Source: an optimization exercise on an open RTL-to-GDS flow (aim: small area). Production flows keep margins and buffers that such runs may drop. RTL that was checked went through simulation tests only; none was proved equivalent to the original. The RTL of run 2 was laid out without a check of its function. Power figures rest on the tool's default switching activity, not on a simulated workload.

**design/flow/design.v**
```verilog
module alu_pipe (
  input  logic        clk,
  input  logic [4:0]  sel,
  input  logic [31:0] data1,
  input  logic [31:0] data2,
  output logic [31:0] result
);
  logic [4:0]  sel_q;
  logic [31:0] data1_q, data2_q, alu_y;
  always_ff @(posedge clk) begin
    sel_q   <= sel;
    data1_q <= data1;
    data2_q <= data2;
    result  <= alu_y;
  end
  alu u_alu (.sel(sel_q), .data1(data1_q), .data2(data2_q), .result(alu_y));
endmodule

module alu (
  input  logic [4:0]  sel,
  input  logic [31:0] data1,
  input  logic [31:0] data2,
  output logic [31:0] result
);
  logic [31:0] a, b;
  assign a = data1;
  assign b = data2;
  logic lo, arith, inv, cin, cinn, e_pn, e_gn, s_shl, s_shr, s_sra, s_gt, s_lt;
  assign lo    = ~sel[4] & ~sel[3];
  assign arith = lo & ~sel[2] & ~sel[1];                  
  assign e_gn  = ~(lo & ~sel[2] & sel[1]);                
  assign e_pn  = ~(lo & ((~sel[2] & sel[1] & sel[0]) | (sel[2] & ~sel[1] & ~sel[0])));   
  assign s_shl = lo & sel[2] & ~sel[1] & sel[0];          
  assign s_shr = lo & sel[2] & sel[1];                    
  assign s_sra = lo & sel[2] & sel[1] & sel[0];           
  assign s_gt  = ~sel[4] & sel[3] & ~sel[2] & ~sel[1] & ~sel[0];   
  assign s_lt  = ~sel[4] & sel[3] & ~sel[2] & ~sel[1] & sel[0];    
  assign inv   = ~sel[4] & ~sel[2] & ~sel[1] & (sel[3] | sel[0]);   
  assign cin   = ~sel[4] & ~sel[2] & ~sel[1] & sel[0];              
  assign cinn  = ~cin;
  logic n1, n2, n3, n4, n5, n6, n7, n8, n9, n10, n11, n12;
  logic n13, n14, n15, n16, n17, n18, n19, n20, n21, n22, n23, n24;
  logic n25, n26, n27, n28, n29, n30, n31, n32, n33, n34, n35, n36;
  logic n37, n38, n39, n40, n41, n42, n43, n44, n45, n46, n47, n48;
  logic n49, n50, n51, n52, n53, n54, n55, n56, n57, n58, n59, n60;
  logic n61, n62, n63, n64, n65, n66, n67, n68, n69, n70, n71, n72;
  logic n73, n74, n75, n76, n77, n78, n79, n80, n81, n82, n83, n84;
  logic n85, n86, n87, n88, n89, n90, n91, n92, n93, n94, n95, n96;
  logic n97, n98, n99, n100, n101, n102, n103, n104, n105, n106, n107, n108;
  logic n109, n110, n111, n112, n113, n114, n115, n116, n117, n118, n119, n120;
  logic n121, n122, n123, n124, n125, n126, n127, n128, n129, n130, n131, n132;
  logic n133, n134, n135, n136, n137, n138, n139, n140, n141, n142, n143, n144;
  logic n145, n146, n147, n148, n149, n150, n151, n152, n153, n154, n155, n156;
  logic n157, n158, n159, n160, n161, n162, n163, n164, n165, n166, n167, n168;
  logic n169, n170, n171, n172, n173, n174, n175, n176, n177, n178, n179, n180;
  logic n181, n182, n183, n184, n185, n186, n187, n188, n189, n190, n191, n192;
  logic n193, n194, n195, n196, n197, n198, n199, n200, n201, n202, n203, n204;
  logic n205, n206, n207, n208, n209, n210, n211, n212, n213, n214, n215, n216;
  logic n217, n218, n219, n220, n221, n222, n223, n225, n227, n229, n231, n233;
  logic n235, n237, n239, n241, n243, n245, n247, n249, n251, n253, n255, n257;
  logic n259, n261, n263, n265, n267, n269, n271, n273, n275, n277, n279, n281;
  logic n283, n285;
  alu_xor2 g1 (.A(a[0]), .B(b[0]), .Y(n1));
  alu_xnor2 g2 (.A(n1), .B(inv), .Y(n2));
  alu_nand2 g3 (.A(a[0]), .B(n2), .Y(n3));
  alu_xor2 g4 (.A(a[1]), .B(b[1]), .Y(n4));
  alu_xnor2 g5 (.A(n4), .B(inv), .Y(n5));
  alu_nand2 g6 (.A(a[1]), .B(n5), .Y(n6));
  alu_xor2 g7 (.A(a[2]), .B(b[2]), .Y(n7));
  alu_xnor2 g8 (.A(n7), .B(inv), .Y(n8));
  alu_nand2 g9 (.A(a[2]), .B(n8), .Y(n9));
  alu_xor2 g10 (.A(a[3]), .B(b[3]), .Y(n10));
  alu_xnor2 g11 (.A(n10), .B(inv), .Y(n11));
  alu_nand2 g12 (.A(a[3]), .B(n11), .Y(n12));
  alu_xor2 g13 (.A(a[4]), .B(b[4]), .Y(n13));
  alu_xnor2 g14 (.A(n13), .B(inv), .Y(n14));
  alu_nand2 g15 (.A(a[4]), .B(n14), .Y(n15));
  alu_xor2 g16 (.A(a[5]), .B(b[5]), .Y(n16));
  alu_xnor2 g17 (.A(n16), .B(inv), .Y(n17));
  alu_nand2 g18 (.A(a[5]), .B(n17), .Y(n18));
  alu_xor2 g19 (.A(a[6]), .B(b[6]), .Y(n19));
  alu_xnor2 g20 (.A(n19), .B(inv), .Y(n20));
  alu_nand2 g21 (.A(a[6]), .B(n20), .Y(n21));
  alu_xor2 g22 (.A(a[7]), .B(b[7]), .Y(n22));
  alu_xnor2 g23 (.A(n22), .B(inv), .Y(n23));
  alu_nand2 g24 (.A(a[7]), .B(n23), .Y(n24));
  alu_xor2 g25 (.A(a[8]), .B(b[8]), .Y(n25));
  alu_xnor2 g26 (.A(n25), .B(inv), .Y(n26));
  alu_nand2 g27 (.A(a[8]), .B(n26), .Y(n27));
  alu_xor2 g28 (.A(a[9]), .B(b[9]), .Y(n28));
  alu_xnor2 g29 (.A(n28), .B(inv), .Y(n29));
  alu_nand2 g30 (.A(a[9]), .B(n29), .Y(n30));
  alu_xor2 g31 (.A(a[10]), .B(b[10]), .Y(n31));
  alu_xnor2 g32 (.A(n31), .B(inv), .Y(n32));
  alu_nand2 g33 (.A(a[10]), .B(n32), .Y(n33));
  alu_xor2 g34 (.A(a[11]), .B(b[11]), .Y(n34));
  alu_xnor2 g35 (.A(n34), .B(inv), .Y(n35));
  alu_nand2 g36 (.A(a[11]), .B(n35), .Y(n36));
  alu_xor2 g37 (.A(a[12]), .B(b[12]), .Y(n37));
  alu_xnor2 g38 (.A(n37), .B(inv), .Y(n38));
  alu_nand2 g39 (.A(a[12]), .B(n38), .Y(n39));
  alu_xor2 g40 (.A(a[13]), .B(b[13]), .Y(n40));
  alu_xnor2 g41 (.A(n40), .B(inv), .Y(n41));
  alu_nand2 g42 (.A(a[13]), .B(n41), .Y(n42));
  alu_xor2 g43 (.A(a[14]), .B(b[14]), .Y(n43));
  alu_xnor2 g44 (.A(n43), .B(inv), .Y(n44));
  alu_nand2 g45 (.A(a[14]), .B(n44), .Y(n45));
  alu_xor2 g46 (.A(a[15]), .B(b[15]), .Y(n46));
  alu_xnor2 g47 (.A(n46), .B(inv), .Y(n47));
  alu_nand2 g48 (.A(a[15]), .B(n47), .Y(n48));
  alu_xor2 g49 (.A(a[16]), .B(b[16]), .Y(n49));
  alu_xnor2 g50 (.A(n49), .B(inv), .Y(n50));
  alu_nand2 g51 (.A(a[16]), .B(n50), .Y(n51));
  alu_xor2 g52 (.A(a[17]), .B(b[17]), .Y(n52));
  alu_xnor2 g53 (.A(n52), .B(inv), .Y(n53));
  alu_nand2 g54 (.A(a[17]), .B(n53), .Y(n54));
  alu_xor2 g55 (.A(a[18]), .B(b[18]), .Y(n55));
  alu_xnor2 g56 (.A(n55), .B(inv), .Y(n56));
  alu_nand2 g57 (.A(a[18]), .B(n56), .Y(n57));
  alu_xor2 g58 (.A(a[19]), .B(b[19]), .Y(n58));
  alu_xnor2 g59 (.A(n58), .B(inv), .Y(n59));
  alu_nand2 g60 (.A(a[19]), .B(n59), .Y(n60));
  alu_xor2 g61 (.A(a[20]), .B(b[20]), .Y(n61));
  alu_xnor2 g62 (.A(n61), .B(inv), .Y(n62));
  alu_nand2 g63 (.A(a[20]), .B(n62), .Y(n63));
  alu_xor2 g64 (.A(a[21]), .B(b[21]), .Y(n64));
  alu_xnor2 g65 (.A(n64), .B(inv), .Y(n65));
  alu_nand2 g66 (.A(a[21]), .B(n65), .Y(n66));
  alu_xor2 g67 (.A(a[22]), .B(b[22]), .Y(n67));
  alu_xnor2 g68 (.A(n67), .B(inv), .Y(n68));
  alu_nand2 g69 (.A(a[22]), .B(n68), .Y(n69));
  alu_xor2 g70 (.A(a[23]), .B(b[23]), .Y(n70));
  alu_xnor2 g71 (.A(n70), .B(inv), .Y(n71));
  alu_nand2 g72 (.A(a[23]), .B(n71), .Y(n72));
  alu_xor2 g73 (.A(a[24]), .B(b[24]), .Y(n73));
  alu_xnor2 g74 (.A(n73), .B(inv), .Y(n74));
  alu_nand2 g75 (.A(a[24]), .B(n74), .Y(n75));
  alu_xor2 g76 (.A(a[25]), .B(b[25]), .Y(n76));
  alu_xnor2 g77 (.A(n76), .B(inv), .Y(n77));
  alu_nand2 g78 (.A(a[25]), .B(n77), .Y(n78));
  alu_xor2 g79 (.A(a[26]), .B(b[26]), .Y(n79));
  alu_xnor2 g80 (.A(n79), .B(inv), .Y(n80));
  alu_nand2 g81 (.A(a[26]), .B(n80), .Y(n81));
  alu_xor2 g82 (.A(a[27]), .B(b[27]), .Y(n82));
  alu_xnor2 g83 (.A(n82), .B(inv), .Y(n83));
  alu_nand2 g84 (.A(a[27]), .B(n83), .Y(n84));
  alu_xor2 g85 (.A(a[28]), .B(b[28]), .Y(n85));
  alu_xnor2 g86 (.A(n85), .B(inv), .Y(n86));
  alu_nand2 g87 (.A(a[28]), .B(n86), .Y(n87));
  alu_xor2 g88 (.A(a[29]), .B(b[29]), .Y(n88));
  alu_xnor2 g89 (.A(n88), .B(inv), .Y(n89));
  alu_nand2 g90 (.A(a[29]), .B(n89), .Y(n90));
  alu_xor2 g91 (.A(a[30]), .B(b[30]), .Y(n91));
  alu_xnor2 g92 (.A(n91), .B(inv), .Y(n92));
  alu_nand2 g93 (.A(a[30]), .B(n92), .Y(n93));
  alu_xor2 g94 (.A(a[31]), .B(b[31]), .Y(n94));
  alu_xnor2 g95 (.A(n94), .B(inv), .Y(n95));
  alu_nand2 g96 (.A(a[31]), .B(n95), .Y(n96));
  alu_oai21 g97 (.A1(n2), .A2(cinn), .B1(n3), .Y(n97));
  alu_inv g98 (.A(n97), .Y(n98));
  alu_oai21 g99 (.A1(n5), .A2(n98), .B1(n6), .Y(n99));
  alu_oai21 g100 (.A1(n11), .A2(n9), .B1(n12), .Y(n100));
  alu_nor2 g101 (.A(n11), .B(n8), .Y(n101));
  alu_oai21 g102 (.A1(n17), .A2(n15), .B1(n18), .Y(n102));
  alu_nor2 g103 (.A(n17), .B(n14), .Y(n103));
  alu_oai21 g104 (.A1(n23), .A2(n21), .B1(n24), .Y(n104));
  alu_nor2 g105 (.A(n23), .B(n20), .Y(n105));
  alu_oai21 g106 (.A1(n29), .A2(n27), .B1(n30), .Y(n106));
  alu_nor2 g107 (.A(n29), .B(n26), .Y(n107));
  alu_oai21 g108 (.A1(n35), .A2(n33), .B1(n36), .Y(n108));
  alu_nor2 g109 (.A(n35), .B(n32), .Y(n109));
  alu_oai21 g110 (.A1(n41), .A2(n39), .B1(n42), .Y(n110));
  alu_nor2 g111 (.A(n41), .B(n38), .Y(n111));
  alu_oai21 g112 (.A1(n47), .A2(n45), .B1(n48), .Y(n112));
  alu_nor2 g113 (.A(n47), .B(n44), .Y(n113));
  alu_oai21 g114 (.A1(n53), .A2(n51), .B1(n54), .Y(n114));
  alu_nor2 g115 (.A(n53), .B(n50), .Y(n115));
  alu_oai21 g116 (.A1(n59), .A2(n57), .B1(n60), .Y(n116));
  alu_nor2 g117 (.A(n59), .B(n56), .Y(n117));
  alu_oai21 g118 (.A1(n65), .A2(n63), .B1(n66), .Y(n118));
  alu_nor2 g119 (.A(n65), .B(n62), .Y(n119));
  alu_oai21 g120 (.A1(n71), .A2(n69), .B1(n72), .Y(n120));
  alu_nor2 g121 (.A(n71), .B(n68), .Y(n121));
  alu_oai21 g122 (.A1(n77), .A2(n75), .B1(n78), .Y(n122));
  alu_nor2 g123 (.A(n77), .B(n74), .Y(n123));
  alu_oai21 g124 (.A1(n83), .A2(n81), .B1(n84), .Y(n124));
  alu_nor2 g125 (.A(n83), .B(n80), .Y(n125));
  alu_oai21 g126 (.A1(n89), .A2(n87), .B1(n90), .Y(n126));
  alu_nor2 g127 (.A(n89), .B(n86), .Y(n127));
  alu_oai21 g128 (.A1(n95), .A2(n93), .B1(n96), .Y(n128));
  alu_nor2 g129 (.A(n95), .B(n92), .Y(n129));
  alu_aoi21 g130 (.A1(n101), .A2(n99), .B1(n100), .Y(n130));
  alu_aoi21 g131 (.A1(n105), .A2(n102), .B1(n104), .Y(n131));
  alu_nand2 g132 (.A(n105), .B(n103), .Y(n132));
  alu_aoi21 g133 (.A1(n109), .A2(n106), .B1(n108), .Y(n133));
  alu_nand2 g134 (.A(n109), .B(n107), .Y(n134));
  alu_aoi21 g135 (.A1(n113), .A2(n110), .B1(n112), .Y(n135));
  alu_nand2 g136 (.A(n113), .B(n111), .Y(n136));
  alu_aoi21 g137 (.A1(n117), .A2(n114), .B1(n116), .Y(n137));
  alu_nand2 g138 (.A(n117), .B(n115), .Y(n138));
  alu_aoi21 g139 (.A1(n121), .A2(n118), .B1(n120), .Y(n139));
  alu_nand2 g140 (.A(n121), .B(n119), .Y(n140));
  alu_aoi21 g141 (.A1(n125), .A2(n122), .B1(n124), .Y(n141));
  alu_nand2 g142 (.A(n125), .B(n123), .Y(n142));
  alu_aoi21 g143 (.A1(n129), .A2(n126), .B1(n128), .Y(n143));
  alu_nand2 g144 (.A(n129), .B(n127), .Y(n144));
  alu_oai21 g145 (.A1(n132), .A2(n130), .B1(n131), .Y(n145));
  alu_oai21 g146 (.A1(n136), .A2(n133), .B1(n135), .Y(n146));
  alu_nor2 g147 (.A(n136), .B(n134), .Y(n147));
  alu_oai21 g148 (.A1(n140), .A2(n137), .B1(n139), .Y(n148));
  alu_nor2 g149 (.A(n140), .B(n138), .Y(n149));
  alu_oai21 g150 (.A1(n144), .A2(n141), .B1(n143), .Y(n150));
  alu_nor2 g151 (.A(n144), .B(n142), .Y(n151));
  alu_aoi21 g152 (.A1(n147), .A2(n145), .B1(n146), .Y(n152));
  alu_aoi21 g153 (.A1(n151), .A2(n148), .B1(n150), .Y(n153));
  alu_nand2 g154 (.A(n151), .B(n149), .Y(n154));
  alu_oai21 g155 (.A1(n154), .A2(n152), .B1(n153), .Y(n155));
  alu_inv g156 (.A(n152), .Y(n156));
  alu_aoi21 g157 (.A1(n149), .A2(n156), .B1(n148), .Y(n157));
  alu_inv g158 (.A(n145), .Y(n158));
  alu_oai21 g159 (.A1(n134), .A2(n158), .B1(n133), .Y(n159));
  alu_oai21 g160 (.A1(n138), .A2(n152), .B1(n137), .Y(n160));
  alu_oai21 g161 (.A1(n142), .A2(n157), .B1(n141), .Y(n161));
  alu_inv g162 (.A(n130), .Y(n162));
  alu_aoi21 g163 (.A1(n103), .A2(n162), .B1(n102), .Y(n163));
  alu_aoi21 g164 (.A1(n107), .A2(n145), .B1(n106), .Y(n164));
  alu_aoi21 g165 (.A1(n111), .A2(n159), .B1(n110), .Y(n165));
  alu_aoi21 g166 (.A1(n115), .A2(n156), .B1(n114), .Y(n166));
  alu_aoi21 g167 (.A1(n119), .A2(n160), .B1(n118), .Y(n167));
  alu_inv g168 (.A(n157), .Y(n168));
  alu_aoi21 g169 (.A1(n123), .A2(n168), .B1(n122), .Y(n169));
  alu_aoi21 g170 (.A1(n127), .A2(n161), .B1(n126), .Y(n170));
  alu_inv g171 (.A(n99), .Y(n171));
  alu_oai21 g172 (.A1(n8), .A2(n171), .B1(n9), .Y(n172));
  alu_oai21 g173 (.A1(n14), .A2(n130), .B1(n15), .Y(n173));
  alu_oai21 g174 (.A1(n20), .A2(n163), .B1(n21), .Y(n174));
  alu_oai21 g175 (.A1(n26), .A2(n158), .B1(n27), .Y(n175));
  alu_oai21 g176 (.A1(n32), .A2(n164), .B1(n33), .Y(n176));
  alu_inv g177 (.A(n159), .Y(n177));
  alu_oai21 g178 (.A1(n38), .A2(n177), .B1(n39), .Y(n178));
  alu_oai21 g179 (.A1(n44), .A2(n165), .B1(n45), .Y(n179));
  alu_oai21 g180 (.A1(n50), .A2(n152), .B1(n51), .Y(n180));
  alu_oai21 g181 (.A1(n56), .A2(n166), .B1(n57), .Y(n181));
  alu_inv g182 (.A(n160), .Y(n182));
  alu_oai21 g183 (.A1(n62), .A2(n182), .B1(n63), .Y(n183));
  alu_oai21 g184 (.A1(n68), .A2(n167), .B1(n69), .Y(n184));
  alu_oai21 g185 (.A1(n74), .A2(n157), .B1(n75), .Y(n185));
  alu_oai21 g186 (.A1(n80), .A2(n169), .B1(n81), .Y(n186));
  alu_inv g187 (.A(n161), .Y(n187));
  alu_oai21 g188 (.A1(n86), .A2(n187), .B1(n87), .Y(n188));
  alu_oai21 g189 (.A1(n92), .A2(n170), .B1(n93), .Y(n189));
  alu_xnor2 g190 (.A(n2), .B(cin), .Y(n190));
  alu_xnor2 g191 (.A(n5), .B(n97), .Y(n191));
  alu_xnor2 g192 (.A(n8), .B(n99), .Y(n192));
  alu_xnor2 g193 (.A(n11), .B(n172), .Y(n193));
  alu_xor2 g194 (.A(n14), .B(n130), .Y(n194));
  alu_xnor2 g195 (.A(n17), .B(n173), .Y(n195));
  alu_xor2 g196 (.A(n20), .B(n163), .Y(n196));
  alu_xnor2 g197 (.A(n23), .B(n174), .Y(n197));
  alu_xnor2 g198 (.A(n26), .B(n145), .Y(n198));
  alu_xnor2 g199 (.A(n29), .B(n175), .Y(n199));
  alu_xor2 g200 (.A(n32), .B(n164), .Y(n200));
  alu_xnor2 g201 (.A(n35), .B(n176), .Y(n201));
  alu_xnor2 g202 (.A(n38), .B(n159), .Y(n202));
  alu_xnor2 g203 (.A(n41), .B(n178), .Y(n203));
  alu_xor2 g204 (.A(n44), .B(n165), .Y(n204));
  alu_xnor2 g205 (.A(n47), .B(n179), .Y(n205));
  alu_xor2 g206 (.A(n50), .B(n152), .Y(n206));
  alu_xnor2 g207 (.A(n53), .B(n180), .Y(n207));
  alu_xor2 g208 (.A(n56), .B(n166), .Y(n208));
  alu_xnor2 g209 (.A(n59), .B(n181), .Y(n209));
  alu_xnor2 g210 (.A(n62), .B(n160), .Y(n210));
  alu_xnor2 g211 (.A(n65), .B(n183), .Y(n211));
  alu_xor2 g212 (.A(n68), .B(n167), .Y(n212));
  alu_xnor2 g213 (.A(n71), .B(n184), .Y(n213));
  alu_xor2 g214 (.A(n74), .B(n157), .Y(n214));
  alu_xnor2 g215 (.A(n77), .B(n185), .Y(n215));
  alu_xor2 g216 (.A(n80), .B(n169), .Y(n216));
  alu_xnor2 g217 (.A(n83), .B(n186), .Y(n217));
  alu_xnor2 g218 (.A(n86), .B(n161), .Y(n218));
  alu_xnor2 g219 (.A(n89), .B(n188), .Y(n219));
  alu_xor2 g220 (.A(n92), .B(n170), .Y(n220));
  alu_xnor2 g221 (.A(n95), .B(n189), .Y(n221));
  alu_mux2 g222 (.A0(s_lt), .A1(s_gt), .S(n155), .X(n222));
  alu_aoi221 g223 (.A1(arith), .A2(n190), .B1(s_shr), .B2(a[1]), .C1(n222), .Y(n223));
  alu_oai221 g224 (.A1(e_pn), .A2(n2), .B1(e_gn), .B2(n3), .C1(n223), .Y(result[0]));
  alu_aoi222 g225 (.A1(arith), .A2(n191), .B1(s_shl), .B2(a[0]), .C1(s_shr), .C2(a[2]), .Y(n225));
  alu_oai221 g226 (.A1(e_pn), .A2(n5), .B1(e_gn), .B2(n6), .C1(n225), .Y(result[1]));
  alu_aoi222 g227 (.A1(arith), .A2(n192), .B1(s_shl), .B2(a[1]), .C1(s_shr), .C2(a[3]), .Y(n227));
  alu_oai221 g228 (.A1(e_pn), .A2(n8), .B1(e_gn), .B2(n9), .C1(n227), .Y(result[2]));
  alu_aoi222 g229 (.A1(arith), .A2(n193), .B1(s_shl), .B2(a[2]), .C1(s_shr), .C2(a[4]), .Y(n229));
  alu_oai221 g230 (.A1(e_pn), .A2(n11), .B1(e_gn), .B2(n12), .C1(n229), .Y(result[3]));
  alu_aoi222 g231 (.A1(arith), .A2(n194), .B1(s_shl), .B2(a[3]), .C1(s_shr), .C2(a[5]), .Y(n231));
  alu_oai221 g232 (.A1(e_pn), .A2(n14), .B1(e_gn), .B2(n15), .C1(n231), .Y(result[4]));
  alu_aoi222 g233 (.A1(arith), .A2(n195), .B1(s_shl), .B2(a[4]), .C1(s_shr), .C2(a[6]), .Y(n233));
  alu_oai221 g234 (.A1(e_pn), .A2(n17), .B1(e_gn), .B2(n18), .C1(n233), .Y(result[5]));
  alu_aoi222 g235 (.A1(arith), .A2(n196), .B1(s_shl), .B2(a[5]), .C1(s_shr), .C2(a[7]), .Y(n235));
  alu_oai221 g236 (.A1(e_pn), .A2(n20), .B1(e_gn), .B2(n21), .C1(n235), .Y(result[6]));
  alu_aoi222 g237 (.A1(arith), .A2(n197), .B1(s_shl), .B2(a[6]), .C1(s_shr), .C2(a[8]), .Y(n237));
  alu_oai221 g238 (.A1(e_pn), .A2(n23), .B1(e_gn), .B2(n24), .C1(n237), .Y(result[7]));
  alu_aoi222 g239 (.A1(arith), .A2(n198), .B1(s_shl), .B2(a[7]), .C1(s_shr), .C2(a[9]), .Y(n239));
  alu_oai221 g240 (.A1(e_pn), .A2(n26), .B1(e_gn), .B2(n27), .C1(n239), .Y(result[8]));
  alu_aoi222 g241 (.A1(arith), .A2(n199), .B1(s_shl), .B2(a[8]), .C1(s_shr), .C2(a[10]), .Y(n241));
  alu_oai221 g242 (.A1(e_pn), .A2(n29), .B1(e_gn), .B2(n30), .C1(n241), .Y(result[9]));
  alu_aoi222 g243 (.A1(arith), .A2(n200), .B1(s_shl), .B2(a[9]), .C1(s_shr), .C2(a[11]), .Y(n243));
  alu_oai221 g244 (.A1(e_pn), .A2(n32), .B1(e_gn), .B2(n33), .C1(n243), .Y(result[10]));
  alu_aoi222 g245 (.A1(arith), .A2(n201), .B1(s_shl), .B2(a[10]), .C1(s_shr), .C2(a[12]), .Y(n245));
  alu_oai221 g246 (.A1(e_pn), .A2(n35), .B1(e_gn), .B2(n36), .C1(n245), .Y(result[11]));
  alu_aoi222 g247 (.A1(arith), .A2(n202), .B1(s_shl), .B2(a[11]), .C1(s_shr), .C2(a[13]), .Y(n247));
  alu_oai221 g248 (.A1(e_pn), .A2(n38), .B1(e_gn), .B2(n39), .C1(n247), .Y(result[12]));
  alu_aoi222 g249 (.A1(arith), .A2(n203), .B1(s_shl), .B2(a[12]), .C1(s_shr), .C2(a[14]), .Y(n249));
  alu_oai221 g250 (.A1(e_pn), .A2(n41), .B1(e_gn), .B2(n42), .C1(n249), .Y(result[13]));
  alu_aoi222 g251 (.A1(arith), .A2(n204), .B1(s_shl), .B2(a[13]), .C1(s_shr), .C2(a[15]), .Y(n251));
  alu_oai221 g252 (.A1(e_pn), .A2(n44), .B1(e_gn), .B2(n45), .C1(n251), .Y(result[14]));
  alu_aoi222 g253 (.A1(arith), .A2(n205), .B1(s_shl), .B2(a[14]), .C1(s_shr), .C2(a[16]), .Y(n253));
  alu_oai221 g254 (.A1(e_pn), .A2(n47), .B1(e_gn), .B2(n48), .C1(n253), .Y(result[15]));
  alu_aoi222 g255 (.A1(arith), .A2(n206), .B1(s_shl), .B2(a[15]), .C1(s_shr), .C2(a[17]), .Y(n255));
  alu_oai221 g256 (.A1(e_pn), .A2(n50), .B1(e_gn), .B2(n51), .C1(n255), .Y(result[16]));
  alu_aoi222 g257 (.A1(arith), .A2(n207), .B1(s_shl), .B2(a[16]), .C1(s_shr), .C2(a[18]), .Y(n257));
  alu_oai221 g258 (.A1(e_pn), .A2(n53), .B1(e_gn), .B2(n54), .C1(n257), .Y(result[17]));
  alu_aoi222 g259 (.A1(arith), .A2(n208), .B1(s_shl), .B2(a[17]), .C1(s_shr), .C2(a[19]), .Y(n259));
  alu_oai221 g260 (.A1(e_pn), .A2(n56), .B1(e_gn), .B2(n57), .C1(n259), .Y(result[18]));
  alu_aoi222 g261 (.A1(arith), .A2(n209), .B1(s_shl), .B2(a[18]), .C1(s_shr), .C2(a[20]), .Y(n261));
  alu_oai221 g262 (.A1(e_pn), .A2(n59), .B1(e_gn), .B2(n60), .C1(n261), .Y(result[19]));
  alu_aoi222 g263 (.A1(arith), .A2(n210), .B1(s_shl), .B2(a[19]), .C1(s_shr), .C2(a[21]), .Y(n263));
  alu_oai221 g264 (.A1(e_pn), .A2(n62), .B1(e_gn), .B2(n63), .C1(n263), .Y(result[20]));
  alu_aoi222 g265 (.A1(arith), .A2(n211), .B1(s_shl), .B2(a[20]), .C1(s_shr), .C2(a[22]), .Y(n265));
  alu_oai221 g266 (.A1(e_pn), .A2(n65), .B1(e_gn), .B2(n66), .C1(n265), .Y(result[21]));
  alu_aoi222 g267 (.A1(arith), .A2(n212), .B1(s_shl), .B2(a[21]), .C1(s_shr), .C2(a[23]), .Y(n267));
  alu_oai221 g268 (.A1(e_pn), .A2(n68), .B1(e_gn), .B2(n69), .C1(n267), .Y(result[22]));
  alu_aoi222 g269 (.A1(arith), .A2(n213), .B1(s_shl), .B2(a[22]), .C1(s_shr), .C2(a[24]), .Y(n269));
  alu_oai221 g270 (.A1(e_pn), .A2(n71), .B1(e_gn), .B2(n72), .C1(n269), .Y(result[23]));
  alu_aoi222 g271 (.A1(arith), .A2(n214), .B1(s_shl), .B2(a[23]), .C1(s_shr), .C2(a[25]), .Y(n271));
  alu_oai221 g272 (.A1(e_pn), .A2(n74), .B1(e_gn), .B2(n75), .C1(n271), .Y(result[24]));
  alu_aoi222 g273 (.A1(arith), .A2(n215), .B1(s_shl), .B2(a[24]), .C1(s_shr), .C2(a[26]), .Y(n273));
  alu_oai221 g274 (.A1(e_pn), .A2(n77), .B1(e_gn), .B2(n78), .C1(n273), .Y(result[25]));
  alu_aoi222 g275 (.A1(arith), .A2(n216), .B1(s_shl), .B2(a[25]), .C1(s_shr), .C2(a[27]), .Y(n275));
  alu_oai221 g276 (.A1(e_pn), .A2(n80), .B1(e_gn), .B2(n81), .C1(n275), .Y(result[26]));
  alu_aoi222 g277 (.A1(arith), .A2(n217), .B1(s_shl), .B2(a[26]), .C1(s_shr), .C2(a[28]), .Y(n277));
  alu_oai221 g278 (.A1(e_pn), .A2(n83), .B1(e_gn), .B2(n84), .C1(n277), .Y(result[27]));
  alu_aoi222 g279 (.A1(arith), .A2(n218), .B1(s_shl), .B2(a[27]), .C1(s_shr), .C2(a[29]), .Y(n279));
  alu_oai221 g280 (.A1(e_pn), .A2(n86), .B1(e_gn), .B2(n87), .C1(n279), .Y(result[28]));
  alu_aoi222 g281 (.A1(arith), .A2(n219), .B1(s_shl), .B2(a[28]), .C1(s_shr), .C2(a[30]), .Y(n281));
  alu_oai221 g282 (.A1(e_pn), .A2(n89), .B1(e_gn), .B2(n90), .C1(n281), .Y(result[29]));
  alu_aoi222 g283 (.A1(arith), .A2(n220), .B1(s_shl), .B2(a[29]), .C1(s_shr), .C2(a[31]), .Y(n283));
  alu_oai221 g284 (.A1(e_pn), .A2(n92), .B1(e_gn), .B2(n93), .C1(n283), .Y(result[30]));
  alu_aoi222 g285 (.A1(arith), .A2(n221), .B1(s_shl), .B2(a[30]), .C1(s_sra), .C2(a[31]), .Y(n285));
  alu_oai221 g286 (.A1(e_pn), .A2(n95), .B1(e_gn), .B2(n96), .C1(n285), .Y(result[31]));
endmodule
module alu_xor2 (input logic A, B, output logic Y);
  assign Y = A ^ B;
endmodule
module alu_xnor2 (input logic A, B, output logic Y);
  assign Y = ~(A ^ B);
endmodule
module alu_nand2 (input logic A, B, output logic Y);
  assign Y = ~(A & B);
endmodule
module alu_nor2 (input logic A, B, output logic Y);
  assign Y = ~(A | B);
endmodule
module alu_inv (input logic A, output logic Y);
  assign Y = ~A;
endmodule
module alu_aoi21 (input logic A1, A2, B1, output logic Y);
  assign Y = ~((A1 & A2) | B1);
endmodule
module alu_oai21 (input logic A1, A2, B1, output logic Y);
  assign Y = ~((A1 | A2) & B1);
endmodule
module alu_aoi221 (input logic A1, A2, B1, B2, C1, output logic Y);
  assign Y = ~((A1 & A2) | (B1 & B2) | C1);
endmodule
module alu_aoi222 (input logic A1, A2, B1, B2, C1, C2, output logic Y);
  assign Y = ~((A1 & A2) | (B1 & B2) | (C1 & C2));
endmodule
module alu_oai221 (input logic A1, A2, B1, B2, C1, output logic Y);
  assign Y = ~((A1 | A2) & (B1 | B2) & C1);
endmodule
module alu_mux2 (input logic A0, A1, S, output logic X);
  assign X = S ? A1 : A0;
endmodule
```
**design/flow/flow/run.sh**
```bash
#!/bin/bash
# Own layout flow: the standard ORFS flow (standard.sh) with these changes:
#  - synthesis (flow/synth_cells.tcl): the standard flow's synthesis script, except that the ALU's gate
#    modules are mapped one-to-one onto sky130hd cells (flow/cells_map.v) before Yosys's synth,
#    ABC maps the rest with flow/abc.script, and no full/half-adder cells are extracted;
#  - port buffers are the smallest buffer, buf_1;
#  - clock tree from clkbuf_8 cells, without dummy loads;
#  - power (and so area) recovery after global routing.
# Each tool's full output is in the ORFS logs under orfs/logs/; make's output is in standard_flow.log.
set -euo pipefail
here=$(pwd)
export OWN_ABC_SCRIPT=$here/flow/abc.script
export OWN_CELL_MAP=$here/flow/cells_map.v
bash standard.sh \
  SYNTH_SCRIPT=$here/flow/synth_cells.tcl \
  ADDER_MAP_FILE= \
  "BUFFER_PORTS_ARGS=-buffer_cell sky130_fd_sc_hd__buf_1" \
  "CTS_ARGS=-sink_clustering_enable -repair_clock_nets -buf_list sky130_fd_sc_hd__clkbuf_8 -root_buf sky130_fd_sc_hd__clkbuf_8 -dont_use_dummy_load" \
  RECOVER_POWER=100 \
  finish > standard_flow.log 2>&1
```
**design/flow/flow/abc.script**
```
strash
dch -f
map -B 0.9
topo
stime -c
```
**design/flow/flow/cells_map.v**
```verilog
// Generated by gen/gen2.py map: maps the ALU's gate modules (alu_*) onto sky130hd cells.
module alu_xor2 (input A, B, output Y);
  sky130_fd_sc_hd__xor2_1 _TECHMAP_REPLACE_ (.A(A), .B(B), .X(Y));
endmodule
module alu_xnor2 (input A, B, output Y);
  sky130_fd_sc_hd__xnor2_1 _TECHMAP_REPLACE_ (.A(A), .B(B), .Y(Y));
endmodule
module alu_nand2 (input A, B, output Y);
  sky130_fd_sc_hd__nand2_1 _TECHMAP_REPLACE_ (.A(A), .B(B), .Y(Y));
endmodule
module alu_nor2 (input A, B, output Y);
  sky130_fd_sc_hd__nor2_1 _TECHMAP_REPLACE_ (.A(A), .B(B), .Y(Y));
endmodule
module alu_inv (input A, output Y);
  sky130_fd_sc_hd__inv_1 _TECHMAP_REPLACE_ (.A(A), .Y(Y));
endmodule
module alu_aoi21 (input A1, A2, B1, output Y);
  sky130_fd_sc_hd__a21oi_1 _TECHMAP_REPLACE_ (.A1(A1), .A2(A2), .B1(B1), .Y(Y));
endmodule
module alu_oai21 (input A1, A2, B1, output Y);
  sky130_fd_sc_hd__o21ai_1 _TECHMAP_REPLACE_ (.A1(A1), .A2(A2), .B1(B1), .Y(Y));
endmodule
module alu_oai22 (input A1, A2, B1, B2, output Y);
  sky130_fd_sc_hd__o22ai_1 _TECHMAP_REPLACE_ (.A1(A1), .A2(A2), .B1(B1), .B2(B2), .Y(Y));
endmodule
module alu_aoi22 (input A1, A2, B1, B2, output Y);
  sky130_fd_sc_hd__a22oi_1 _TECHMAP_REPLACE_ (.A1(A1), .A2(A2), .B1(B1), .B2(B2), .Y(Y));
endmodule
module alu_aoi221 (input A1, A2, B1, B2, C1, output Y);
  sky130_fd_sc_hd__a221oi_1 _TECHMAP_REPLACE_ (.A1(A1), .A2(A2), .B1(B1), .B2(B2), .C1(C1), .Y(Y));
endmodule
module alu_aoi222 (input A1, A2, B1, B2, C1, C2, output Y);
  sky130_fd_sc_hd__a222oi_1 _TECHMAP_REPLACE_ (.A1(A1), .A2(A2), .B1(B1), .B2(B2), .C1(C1), .C2(C2), .Y(Y));
endmodule
module alu_nand2b (input A_N, B, output Y);
  sky130_fd_sc_hd__nand2b_1 _TECHMAP_REPLACE_ (.A_N(A_N), .B(B), .Y(Y));
endmodule
module alu_oai221 (input A1, A2, B1, B2, C1, output Y);
  sky130_fd_sc_hd__o221ai_1 _TECHMAP_REPLACE_ (.A1(A1), .A2(A2), .B1(B1), .B2(B2), .C1(C1), .Y(Y));
endmodule
module alu_mux2 (input A0, A1, S, output X);
  sky130_fd_sc_hd__mux2_1 _TECHMAP_REPLACE_ (.A0(A0), .A1(A1), .S(S), .X(X));
endmodule
```
**design/flow/flow/synth_cells.tcl**
```tcl
# The standard flow's synthesis script (synth_recipe.tcl) with two changes for this design:
#  - before Yosys's first synth pass, the ALU's gate modules (alu_xor2, alu_oai21, ...) are
#    mapped one-to-one onto the sky130hd cells of the same function (OWN_CELL_MAP), so the
#    hand-built adder and output multiplexer keep their structure;
#  - ABC maps the remaining logic (the operation decode) with the script in OWN_ABC_SCRIPT.
set ::own_cells_mapped 0
proc synth {args} {
  if { !$::own_cells_mapped } {
    set ::own_cells_mapped 1
    yosys techmap -map $::env(OWN_CELL_MAP) alu
  }
  yosys synth -nofsm -noshare {*}$args
}
proc abc {args} {
  set i [lsearch -exact $args -script]
  if { $i >= 0 && [info exists ::env(OWN_ABC_SCRIPT)] } {
    lset args [expr {$i + 1}] $::env(OWN_ABC_SCRIPT)
  }
  puts "abc wrapper: abc $args"
  yosys abc {*}$args
}
source $::env(SCRIPTS_DIR)/synth.tcl
# left out here: clear keep_hierarchy, flatten, clean up, hide names made inside functions, write 1_2_yosys.v
```
**design/flow/standard.sh**
```bash
#!/bin/bash
# synth_recipe.tcl (not shown) runs the flow's synth.tcl, then flattens the netlist and writes it again
# the make line also repeats each setting of config.mk as NAME=value (left out here)
make -C /OpenROAD-flow-scripts/flow DESIGN_CONFIG=/design/flow/config.mk WORK_HOME=/design/flow/orfs CLKGATE_MAP_FILE= SYNTH_SCRIPT=/design/flow/synth_recipe.tcl "${@:-finish}"
```
**design/flow/config.mk**
```make
export PLATFORM = sky130hd
export DESIGN_NAME = alu_pipe
export DESIGN_NICKNAME = alu_pipe
export VERILOG_FILES = /design/flow/design.v
export SDC_FILE = /design/flow/constraint.sdc
export NUM_CORES = 4
export LEC_CHECK = 0
export CAP_MARGIN = 20
export CORE_MARGIN = 2
export CORE_UTILIZATION = 40
export SETUP_SLACK_MARGIN = -0.3
export SLEW_MARGIN = 20
```
**design/flow/constraint.sdc**
```tcl
create_clock -name core_clock -period 4.0 [get_ports {clk}]
set_input_delay 0.8000 -clock core_clock [delete_from_list [all_inputs] [get_ports {clk}]]
set_output_delay 0.8000 -clock core_clock [all_outputs]
set_load 0.01 [all_outputs]
```
==> out/metrics.cfg, run 1 <==
[status]
status=timing/DRC/antenna clean

[routing]
drt_iter0_drc=305
routed_wl_mm=9.76
via_per_inst=5.30
via_count=3533
drc=0
ant_nets=0
wire_per_inst_um=14.7
firstDrtPassIters=9

[finish]
multi_input_area_um2=2060
final_util_pct=48.0
fin_area_um2=4870
layout-drive-gt1-share_pct=3.96
syn_to_final_growth_pct=18.4
area.sequential_um2=2020
nFillCells=1003
antenna-diode-count=0
nets=602

[grt]
antenna_found_initial=0
grt.total_usage_pct=17.3
grt_max_degree=33
gr-total-overflow=0
grt_pass1_wl_mm=15.5
grt_pass1_vias=3222

[yosys]
synth_nets=482
synth_warnings=1
netlist_area_um2=4120
syn_inst=412
synth_cell_types=15
ys_seq_elements=101
synth-seq-area-share_pct=49.1
syn_avg_cell_area_um2=9.99

[clock_network]
clock_sinks=101
cts_tree=yes
clk_latency_ns=0.36
cts-root-buf=clkbuf_8
htree_levels=3
clockBufferDepth=2
cts_made_buffers=9
cts_resized=0
hold_buffers=0
cts_setup_buffers=0
clk_pin_slew_ns=0.08

[die]
die_y_um=105
dieArea_um2=11100
coreArea_um2=10100
core.rowCount=37
start_util_pct=40.6
io_pins=102
dieWidth_um=105

[critical_path]
cp_data_arrival_time_ns=4.05
cp-end-kind=flip-flop
crit_type=reg2reg
critPathLaunchType=flip-flop
r2r_setup_slack_ns=0.18
critPathMaxFanout=4
worst-endpoint-required_ns=4.23

[sta]
post-route-period-util_pct=95.6
slew_violations=0
period_minus_slack_ns=3.82
hold_violations=0
fmax_ghz=0.261
tightest_slew_ns=0.824
relSlewSlack_pct=44.9
finalClockSkew_ns=0.0168
layout_setup_ws_ns=0.175
hold_ws_ns=0.526
setup_viol=0

[power]
p_leak_nw=1.75
ir_worst_vdd_uv=162
powerDensity_nw_per_um2=436

[hold_path]
hold_class=in2reg

[place]
portBuffers=101
pre_cts_ws_ns=0.214
placed_cell_area_um2=4750
hpwl_mm=6.92
gp_congestion=0.842

[job]
cap_violations=0

## critical path, cell delays in order, from the launching register on
cell	delay [ns]
dfxtp_1	0.38
clkinv_1	0.11
nand3_1	0.16
nand2_2	0.11
xnor2_1	0.33
o21ai_1	0.17
inv_1	0.08
o21ai_1	0.10
a21oi_1	0.36
o21ai_1	0.15
a21oi_1	0.21
inv_1	0.09
a21oi_1	0.26
o21ai_1	0.16
a21oi_1	0.26
o21ai_1	0.10
xnor2_1	0.15
a222oi_1	0.35
o221ai_1	0.17
## report_power, final
part / total, W / switching, W / leakage (nW) / internal [W]
combinational: 0.000515 / 0.000300 / 0.844 / 0.000215
sequential: 0.00112 / 0.0000428 / 0.846 / 0.00108
clock: 0.000492 / 0.000290 / 0.0647 / 0.000202
## per-layer routing
metal | part of all wire (%) | global-route usage (%) | up-vias
met4 | 1.5 | 5.81 | 0
met3 | 6.0 | 3.40 | 12
met5 | 0 | 0 | -
met1 | 44 | 22.2 | 1618
li1 | - | - | 1768
met2 | 49 | 29.2 | 135
## cells in the mapped netlist
cell type / instances / area, um2
o21ai_1: 40 / 200
nor3_1: 1 / 5.00
a222oi_1: 31 / 310
mux2_1: 1 / 11.3
o221ai_1: 32 / 280
xor2_1: 42 / 368
a21oi_1: 18 / 90.1
nand2_1: 48 / 180
dfxtp_1: 101 / 2020
nor2_1: 25 / 93.8
nand3_1: 4 / 20.0
clkinv_1: 5 / 18.8
inv_1: 9 / 33.8
a221oi_1: 1 / 8.76
xnor2_1: 54 / 473
## sequential cells by signal, indices dropped and copies added (netlist names)
signal / flops
data1_q: 32
data2_q: 32
result: 32
sel_q: 5
## final timing paths
check	start	to	depth (start not counted)
max	sel_q[4]	result[31]	18
min	data2[24]	data2_q[24]	1
max reg2reg	sel_q[4]	result[31]	18
min reg2reg	data1_q[0]	result[0]	2
## per-stage QoR
stage	power, W	cells	TNS (ns)
final	0.00212	666	0
after global routing	0.00225	666	-1.05
after CTS	0.00215	666	0
after detailed placement	0.00165	657	0
after global placement	0.00164	657	0
after floorplan	0.00152	412	-0.259
## kinds of logic after synthesis
group,after synthesis,share of synthesized area [%]
AO/OA/AOI/OAI,122,21.6
flip-flops,101,49.1
XOR/XNOR,96,20.4
AND/OR/NAND/NOR,78,7.27
buffers and inverters,14,1.28
multiplexers,1,0.274
## area by class of cell
type | instances | share of cell area (%)
Multi-Input combinational cell | 297 | 42.4
Sequential cell | 101 | 41.5
Timing Repair Buffer | 109 | 9.02
Tap cell | 136 | 3.49
Clock buffer | 9 | 2.54
Inverter | 14 | 1.08
## cell usage in the layout, fill, tap and decap left out, drive strengths merged
master and count:
nand3 4, clkinv 5, clkbuf 9, a21oi 18
nor3 1, nand2 48, inv 9, xnor2 54
nor2 25, a221oi 1, mux2 1, xor2 42
o221ai 32, dfxtp 101, buf 109, o21ai 40
a222oi 31
==> run 2: changes to the inputs <==
--- a/design/flow/design.v
+++ b/design/flow/design.v
@@ -36,6 +36,6 @@
   assign s_gt  = ~sel[4] & sel[3] & ~sel[2] & ~sel[1] & ~sel[0];   
   assign s_lt  = ~sel[4] & sel[3] & ~sel[2] & ~sel[1] & sel[0];    
-  assign inv   = ~sel[4] & ~sel[2] & ~sel[1] & (sel[3] | sel[0]);   
-  assign cin   = ~sel[4] & ~sel[2] & ~sel[1] & sel[0];              
+  assign inv   = sel[3] | (sel[0] & ~sel[1]);
+  assign cin   = sel[0];
   assign cinn  = ~cin;
   logic n1, n2, n3, n4, n5, n6, n7, n8, n9, n10, n11, n12;
--- a/design/flow/config.mk
+++ b/design/flow/config.mk
@@ -9,4 +9,3 @@
 export CORE_MARGIN = 2
 export CORE_UTILIZATION = 40
-export SETUP_SLACK_MARGIN = -0.3
 export SLEW_MARGIN = 20
==> out/metrics.cfg, run 2 <==
[place]
placed_cells=657  ; unchanged
portBuffers=101  ; unchanged
hpwl_mm=6.53  ; -5.6%
gp_congestion=0.820  ; -2.7%
placed_cell_area_um2=4730  ; -0.26%

[hold_path]
hold_depth=1  ; unchanged
hold_end=data2_q[23]
holdCritStartpoint=data2[23]
hold_class=in2reg

[clock_network]
hold_buffers=0  ; unchanged
cts_tree=yes
cts_made_buffers=9  ; unchanged
clockBufferDepth=2  ; unchanged
clk_pin_slew_ns=0.10  ; +0.02 ns
clock_sinks=101  ; unchanged
clk_latency_ns=0.37  ; about the same
cts_resized=0  ; unchanged
htree_levels=3  ; unchanged
cts-root-buf=clkbuf_8
cts_setup_buffers=0  ; unchanged

[yosys]
synth_top_family_by_area=compound AO/OA/AOI/OAI gates
yosys.area_share.simple_pct=7.21  ; -0.056 points
synthMuxAreaShare_pct=0.274  ; about the same
synth_edf_count=0  ; unchanged
synth_top_area_share_pct=49.2  ; about the same
ys_seq_elements=101  ; unchanged
netlist_area_um2=4110  ; about the same
synth_warnings=1  ; unchanged
synthAdderAreaFrac_pct=0  ; unchanged
synth_area_leader_cell=dfxtp_1
synth.most_common_cell=dfxtp_1
synth-seq-area-share_pct=49.2  ; about the same
syn_avg_cell_area_um2=9.98  ; about the same
syn_inst=412  ; unchanged
synth_nets=482  ; unchanged
synth_common_cells=101 x dfxtp_1, 54 x xnor2_1, 49 x nand2_1, 42 x xor2_1, 40 x o21ai_1
synth_xor_area_share_pct=20.4  ; about the same
ys_top_cells_by_area=dfxtp_1 49%, xnor2_1 11%, xor2_1 8.9%, a222oi_1 7.5%, o221ai_1 6.8%
ys.flop_type=dfxtp_1
synth_compound_area_share_pct=21.6  ; about the same
async_flop_share_pct=0  ; unchanged
synth_cell_types=14  ; -1

[power]
seq_power_share_pct=51.7  ; -0.9 points
p_leak_nw=1.82  ; +3.9%
p_sw_share_pct=30.2  ; +0.42 points
clockPowerShare_pct=22.5  ; -0.7 points
p_sw_w=0.000655  ; +3.4%
ir_worst_vdd_uv=188  ; +16%
powerDensity_nw_per_um2=440  ; +0.91%
power_frac_comb_pct=25.8  ; +1.6 points
p_int_w=0.00151  ; +1.4%

[routing]
via_count=3544  ; +0.31%
drc=0  ; unchanged
firstDrtPassIters=7  ; -2
drt_iter0_drc=353  ; +16%
ant_nets=0  ; unchanged
wire_per_inst_um=14.5  ; -1.0%
via_per_inst=5.32  ; +0.31%
routed_wl_mm=9.66  ; -1.0%

[sta]
finalClockSkew_ns=0.0271  ; +0.0103 ns
slew_violations=0  ; unchanged
fin_tns_setup_ns=0  ; unchanged
setup_viol=0  ; unchanged
tightest_slew_ns=0.978  ; +0.154 ns
period_minus_slack_ns=3.64  ; -0.187 ns
grt_setup_unrepaired=no
fmax_ghz=0.275  ; +5.1%
hold_violations=0  ; unchanged
post-route-period-util_pct=90.9  ; -4.7 points
relSlewSlack_pct=34.4  ; -11 points

[critical_path]
reg2reg_to=result[31]
cp_data_arrival_time_ns=3.85  ; -0.20 ns
critPathMaxFanout=10  ; +6
worst-endpoint-required_ns=4.21  ; -0.02 ns
worstReg2RegStart=sel_q[1]
r2r_setup_slack_ns=0.36  ; +0.19 ns
critPathLaunchType=flip-flop
crit_type=reg2reg
cp-end-kind=flip-flop
reg2regPathDepth=18  ; unchanged

[finish]
mostFrequentLayoutCells=101 x dfxtp_1, 101 x buf_1, 48 x nand2_1, 46 x xnor2_1, 42 x xor2_1
fin_area_um2=4920  ; +1.1%
nets=602  ; unchanged
layout-drive-gt1-share_pct=5.47  ; +1.5 points
syn_to_final_growth_pct=19.7
final_cells=666  ; unchanged
antenna-diode-count=0  ; unchanged
top_regs=data1_q x32, data2_q x32, result x32

[die]
dieArea_um2=11100  ; about the same
io_pins=102  ; unchanged
coreArea_um2=10100  ; unchanged
start_util_pct=40.6  ; about the same
dieWidth_um=105  ; about the same
die_y_um=105  ; about the same
core.rowCount=37  ; unchanged

[grt]
gr-total-overflow=0  ; unchanged
grt.total_usage_pct=17.6  ; +0.20 points
grt_pass1_wl_mm=15.6  ; +0.75%
grt_max_degree=33  ; unchanged
grt_pass1_vias=3412  ; +5.9%
antenna_found_initial=0  ; unchanged

[job]
cap_violations=0  ; unchanged

[status]
status=timing/DRC/antenna clean

==> run 2: cell types whose count changed after synthesis <==
cell / previous run / this run
nand2_1: 48 / 49
nor3_1: 1 / 0
nor2_1: 25 / 26
nand3_1: 4 / 3
==> run 2: logic make-up after synthesis <==
kind of cell,Yosys count
AO/OA/AOI/OAI,122
XOR/XNOR,96
buffers and inverters,14
flip-flops,101
multiplexers,1
AND/OR/NAND/NOR,78
==> run 2: area by class of cell <==
| class | count | area [um2] |
|---|---|---|
| Tap cell | 136 | 170 |
| Sequential cell | 101 | 2020 |
| Fill cell | 989 | 5220 |
| Clock buffer | 9 | 124 |
| Timing Repair Buffer | 109 | 432 |
| Multi-Input combinational cell | 297 | 2120 |
| Inverter | 14 | 52.6 |
==> run 2: worst max-delay path by stage <==
stage	from	to	slack [ns]	cells past startpoint
after floorplan	sel_q[1]	result[31]	0.11	18
after global placement	sel_q[1]	result[31]	0.35	18
after detailed placement	sel_q[1]	result[31]	0.17	18
after CTS	sel_q[1]	result[31]	0.13	18
after global routing	sel_q[1]	result[23]	0.009	18
final	sel_q[1]	result[31]	0.36	18
==> run 2: metrics by stage <==
stage	worst slack (ns)	power (W)	hold WS, ns	util [%]
3_3_place_gp	0.346	0.00168	0.566	46.7
5_1_grt	0.00894	0.00231	0.480	48.5
3_5_place_dp	0.166	0.00169	0.563	46.7
6_report	0.362	0.00217	0.514	48.5
2_1_floorplan	0.115	0.00155	0.521	-
4_1_cts	0.132	0.00218	0.496	47.9
==> run 2: critical path: stages, from the launching register on <==
cell	delay (ns)
dfxtp_1	0.44
clkinv_1	0.12
nand2_1	0.15
nand2_4	0.13
buf_4	0.24
xnor2_1	0.23
nand2_1	0.14
o21ai_1	0.08
a21oi_1	0.19
o21ai_1	0.07
a21oi_1	0.21
inv_1	0.11
a21oi_2	0.24
o21ai_1	0.14
a21oi_1	0.23
o21ai_1	0.11
xnor2_1	0.15
a222oi_1	0.34
o221ai_1	0.16
==> run 2: routing by layer <==
| metal | share of wire (%) | global-route usage [%] |
|---|---|---|
| met1 | 43 | 21.3 |
| met2 | 49 | 29.5 |
| met3 | 7.6 | 5.57 |
| met4 | 0.70 | 5.52 |
| met5 | 0 | 0 |
==> run 2: power groups by stage <==
stage               logic (W)  registers [W]  clock network, W
floorplan            0.000401        0.00115                 0
global placement     0.000537        0.00114                 0
detailed placement   0.000544        0.00114                 0
CTS                  0.000549        0.00112          0.000511
global route         0.000625        0.00113          0.000554
finish               0.000560        0.00112          0.000488

[afterwards: timing with drivers on the ports]
In the flow no input, the clock included, has a driving cell. The finished layouts below were timed again as built, in two steps.
Step 1 assumes that a clkbuf_16 drives the clock port and a buf_2 every other input.
Step 2, shift: input delay + t, output delay - t, t = (earliest + latest rising clock arrival at the registers) / 2. This alone moves slack from input paths to output paths.
Three values: ideal, step 1, step 2; two values: the first two.
run	t, ns	setup slack, ns	latest minus earliest clock arrival (ns)	worst register clock-pin slew, ns	cell pins on the clock port's net
run 1	0.382	0.175 / 0.175 / 0.175	0.016 / 0.017	0.09 / 0.09	1
run 2	0.385	0.362 / 0.362 / 0.362	0.028 / 0.027	0.10 / 0.10	1
After both steps setup and hold are still met in every run listed.
